Background: an optimization exercise with open tools, aiming at small area, a short achievable clock period and few clock cycles. Do not read the settings as production practice.
In this exercise RTL edits were held to simulation tests only and were not proved equivalent to the original.
Power is estimated from default activity; no workload was simulated.

## red
==> module sa, before the edit <==
module sa #(parameter DIMENSION = 4) (
  input                                             CLK ,
  input                                             RSTn,
  input        [DIMENSION-1:0]                      DVI ,
  input        [          1:0][DIMENSION-1:0][15:0] DI  ,
  output logic [DIMENSION-1:0][DIMENSION-1:0]       DVO ,
  output logic [DIMENSION-1:0][DIMENSION-1:0][15:0] DO
);
  localparam N = DIMENSION;
  localparam W  = 19;   
  localparam WC = 26;   
  logic [N-1:0][W-1:0]  row_dec, col_dec;
  logic [N-1:0][WC-1:0] col_enc;
  logic [1:0][N-1:0][15:0] di_q;
  logic [N-1:0]            dvi_q;
  always_ff @(posedge CLK)
    di_q <= DI;
  always_ff @(negedge RSTn, posedge CLK)
    if (!RSTn)
      dvi_q <= '0;
    else
      dvi_q <= DVI;
  for (genvar i = 0; i < N; i++) begin : g_dec
    logic [4:0] neg;
    logic [5:0] one, two;
    categorizer row_cat (.F(di_q[0][i]), .D(row_dec[i]));
    categorizer col_cat (.F(di_q[1][i]), .D(col_dec[i]));
    booth_enc   col_bth (.B(col_dec[i][9:0]), .NEG(neg), .ONE(one), .TWO(two));
    always_comb
      if (col_dec[i][16])
        col_enc[i] = {col_dec[i][18:10], 15'd0, col_dec[i][1:0]};
      else
        col_enc[i] = {col_dec[i][18:10], neg, one, two};
  end
  logic [N-1:0][N-1:0][W-1:0]  row_pp;
  logic [N-1:0][N-1:0][WC-1:0] col_pp;
  logic [N-1:0][N-1:0]        dv_pp;
  for (genvar i = 0; i < N; i++) begin : g_pp
    always_ff @(posedge CLK) begin
      row_pp[i][0] <= row_dec[i];
      col_pp[i][0] <= col_enc[i];
      for (int d = 1; d < N; d++) begin
        row_pp[i][d] <= row_pp[i][d-1];
        col_pp[i][d] <= col_pp[i][d-1];
      end
    end
    always_ff @(negedge RSTn, posedge CLK)
      if (!RSTn)
        dv_pp[i] <= '0;
      else
        dv_pp[i] <= {dv_pp[i][N-2:0], dvi_q[i]};
  end
  logic [N-1:0][N-1:0]       fin;
  logic [N-1:0][N-1:0][44:0] res;
  logic [N-1:0][44:0]        sel;
  logic [N-1:0][15:0]        result;
  logic [N-1:0][N-1:0][15:0] do_q;
  logic [N-1:0][41:0]        mag_q;
  logic [N-1:0]              sign_q;
  logic [N-1:0][2:0]         sp_q;
  logic [N-1:0][N-1:0]       fin_q;
  logic [N-1:0]              n_sign;
  logic [N-1:0][41:0]        n_mag;
  for (genvar i = 0; i < N; i++) begin : g_row
    for (genvar j = 0; j < N; j++) begin : g_pe
      mac pe (
        .CLK (CLK         ),
        .RSTn(RSTn        ),
        .DVI (dv_pp[i][j] ),
        .A   (row_pp[i][j]),
        .B   (col_pp[j][i]),
        .FIN (fin[i][j]   ),
        .RES (res[i][j]   )
      );
    end
    always_comb begin
      sel[i] = '0;
      for (int j = 0; j < N; j++)
        sel[i] = sel[i] | (res[i][j] & {45{fin[i][j]}});
    end
    post_add_norm abs_val (
      .SUM (sel[i][41:0]),
      .SIGN(n_sign[i]   ),
      .MAG (n_mag[i]    )
    );
    always_ff @(posedge CLK) begin
      mag_q[i]  <= n_mag[i];
      sign_q[i] <= n_sign[i];
      sp_q[i]   <= sel[i][44:42];
    end
    always_ff @(negedge RSTn, posedge CLK)
      if (!RSTn)
        fin_q[i] <= '0;
      else
        fin_q[i] <= fin[i];
    final_result fr (
      .MAG    (mag_q[i]   ),
      .SIGN   (sign_q[i]  ),
      .SP_ANY (sp_q[i][0] ),
      .SP_NAN (sp_q[i][1] ),
      .SP_SIGN(sp_q[i][2] ),
      .DO     (result[i]  )
    );
    for (genvar j = 0; j < N; j++) begin : g_doq
      always_ff @(posedge CLK)
        do_q[i][j] <= result[i] & {16{fin_q[i][j]}};
    end
    always_ff @(posedge CLK)
      DVO[i] <= fin_q[i];
    for (genvar j = 0; j < N; j++) begin : g_do
      always_comb
        DO[i][j] = do_q[i][j];
    end
  end
endmodule
Settings: LEC_CHECK=0, ABC_AREA=1, CAP_MARGIN=20, CORE_MARGIN=2, CORE_UTILIZATION=50, SLEW_MARGIN=20; clock period 10.0 ns.
standard.sh (not shown) runs the stock make flow with config.mk's settings and CLKGATE_MAP_FILE= SYNTH_SCRIPT=/design/flow/synth_recipe.tcl, a recipe that flattens the netlist after the stock synthesis.
==> flow/flow/run.sh <==
#!/bin/bash
# Own layout flow: the standard synthesis unchanged, then the standard
# ORFS steps with timing repair aimed below the 10 ns clock period (the
# design is still laid out and signed off at the design's clock period and
# constraints), gate resizing across cell footprints, and a clock tree
# without dummy loads.  Each step's output goes to a log file of its own.
set -euo pipefail

# extra make variables for the layout steps
EXTRA="MATCH_CELL_FOOTPRINT=0 SETUP_SLACK_MARGIN=6.5"
export CTS_ARGS="-sink_clustering_enable -repair_clock_nets -sink_clustering_size 40 -sink_clustering_max_diameter 55 -dont_use_dummy_load"

bash standard.sh synth > synth.log 2>&1
sed "s|\"\${@:-finish}\"|$EXTRA \"\${@:-finish}\"|" standard.sh > layout.sh
for step in floorplan place cts route finish; do
  bash layout.sh $step > $step.log 2>&1
done
Testbench counts of red, summed over its fixed seeds: cycles 1,128.
--- input diff red..blue ---
-- flow/design.v --
<<< red, line 731
  localparam WC = 26;   
  logic [N-1:0][W-1:0]  row_dec, col_dec;
  logic [N-1:0][WC-1:0] col_enc;
  logic [1:0][N-1:0][15:0] di_q;
  logic [N-1:0]            dvi_q;
  always_ff @(posedge CLK)
    di_q <= DI;
  always_ff @(negedge RSTn, posedge CLK)
    if (!RSTn)
      dvi_q <= '0;
    else
      dvi_q <= DVI;
  for (genvar i = 0; i < N; i++) begin : g_dec
    logic [4:0] neg;
    logic [5:0] one, two;
    categorizer row_cat (.F(di_q[0][i]), .D(row_dec[i]));
    categorizer col_cat (.F(di_q[1][i]), .D(col_dec[i]));
    booth_enc   col_bth (.B(col_dec[i][9:0]), .NEG(neg), .ONE(one), .TWO(two));
    always_comb
      if (col_dec[i][16])
        col_enc[i] = {col_dec[i][18:10], 15'd0, col_dec[i][1:0]};
      else
        col_enc[i] = {col_dec[i][18:10], neg, one, two};
  end
  logic [N-1:0][N-1:0][W-1:0]  row_pp;
  logic [N-1:0][N-1:0][WC-1:0] col_pp;
  logic [N-1:0][N-1:0]        dv_pp;
  for (genvar i = 0; i < N; i++) begin : g_pp
    always_ff @(posedge CLK) begin
      row_pp[i][0] <= row_dec[i];
      col_pp[i][0] <= col_enc[i];
      for (int d = 1; d < N; d++) begin
        row_pp[i][d] <= row_pp[i][d-1];
        col_pp[i][d] <= col_pp[i][d-1];
      end
    end
    always_ff @(negedge RSTn, posedge CLK)
>>> blue, line 731
  localparam WC = 26;   
  logic [N-1:0][W-1:0]  row_dec, col_dec;
  for (genvar i = 0; i < N; i++) begin : g_dec
    categorizer row_cat (.F(DI[0][i]), .D(row_dec[i]));
    categorizer col_cat (.F(DI[1][i]), .D(col_dec[i]));
  end
  logic [N-1:0][N:0][W-1:0]    row_pp;
  logic [N-1:0][W-1:0]         col_q;     
  logic [N-1:0][WC-1:0]        col_enc;
  logic [N-1:0][N-1:1][WC-1:0] col_pp;    
  logic [N-1:0][N:0]           dv_pp;
  for (genvar i = 0; i < N; i++) begin : g_pp
    logic [4:0] neg;
    logic [5:0] one, two;
    booth_enc col_bth (.B(col_q[i][9:0]), .NEG(neg), .ONE(one), .TWO(two));
    always_comb
      if (col_q[i][16])
        col_enc[i] = {col_q[i][18:10], 15'd0, col_q[i][1:0]};
      else
        col_enc[i] = {col_q[i][18:10], neg, one, two};
    always_ff @(posedge CLK) begin
      row_pp[i][0] <= row_dec[i];
      for (int d = 1; d <= N; d++)
        row_pp[i][d] <= row_pp[i][d-1];
      col_q[i]     <= col_dec[i];
      col_pp[i][1] <= col_enc[i];
      for (int d = 2; d < N; d++)
        col_pp[i][d] <= col_pp[i][d-1];
    end
    always_ff @(negedge RSTn, posedge CLK)
<<< red, line 769
        dv_pp[i] <= '0;
      else
        dv_pp[i] <= {dv_pp[i][N-2:0], dvi_q[i]};
  end
  logic [N-1:0][N-1:0]       fin;
>>> blue, line 762
        dv_pp[i] <= '0;
      else
        dv_pp[i] <= {dv_pp[i][N-1:0], DVI[i]};
  end
  logic [N-1:0][N-1:0]       fin;
<<< red, line 784
  for (genvar i = 0; i < N; i++) begin : g_row
    for (genvar j = 0; j < N; j++) begin : g_pe
      mac pe (
        .CLK (CLK         ),
        .RSTn(RSTn        ),
        .DVI (dv_pp[i][j] ),
        .A   (row_pp[i][j]),
        .B   (col_pp[j][i]),
        .FIN (fin[i][j]   ),
        .RES (res[i][j]   )
>>> blue, line 777
  for (genvar i = 0; i < N; i++) begin : g_row
    for (genvar j = 0; j < N; j++) begin : g_pe
      localparam int DR = (i == 0) ? j + 1 : j;
      localparam int DC = (i == 0) ? 1 : i;
      mac pe (
        .CLK (CLK          ),
        .RSTn(RSTn         ),
        .DVI (dv_pp[i][DR] ),
        .A   (row_pp[i][DR]),
        .B   (col_pp[j][DC]),
        .FIN (fin[i][j]   ),
        .RES (res[i][j]   )
==> comparison <==
Looking at met1 layer usage reported by global route, blue sits 3.2 points higher than red does. Part of the power in registers sits lower in blue than in red. Going from red to blue, area of the multi-input gates climbed about 0.9%, utilization climbed 0.66 points. Setup slack in blue vs red: up 0.0070 ns. Layout buffering overhead excluding clock cells | blue above red. Required time at the endpoint of the critical path (blue over red): decrease, 0.13 ns. Maximum cell stage delay along the critical path ends up lower on blue. blue ends up with lower fraction of the yosys area taken by sequential cells than red does. Run comparison: blue timing startpoint of the critical path col_pp[83]; red timing startpoint of the critical path g_row[2].g_pe[0].pe.m_sgn.
Testbench counts of blue, summed over its fixed seeds: cycles 1,120.

what the ideal ports hide:
The flow's constraints put no driver on any port. The routed layouts listed below were extracted and timed again, unchanged, in two steps.
Step 1 assumes that a clkbuf_16 drives the clock port and a buf_2 every other input.
Step 2 moves the port delays by t, midway between the first and last clock arrival at a register: inputs arrive t later, outputs are due t later. That takes back most of the time a late clock gives input paths.
Slacks: ideal ports / drivers / drivers and shift; pairs: ideal ports / drivers.
run	t, ns	setup WS [ns]	pins driven straight from the clock port
red	1.056	6.507 / 6.450 / 5.945	1
blue	1.059	6.514 / 6.447 / 5.553	1
After both steps setup and hold are still met in every run listed. The setup slack of blue, which loses most, moves by -0.067 ns with the drivers and by -0.961 ns with both steps. Setup slack includes reset recovery checks.
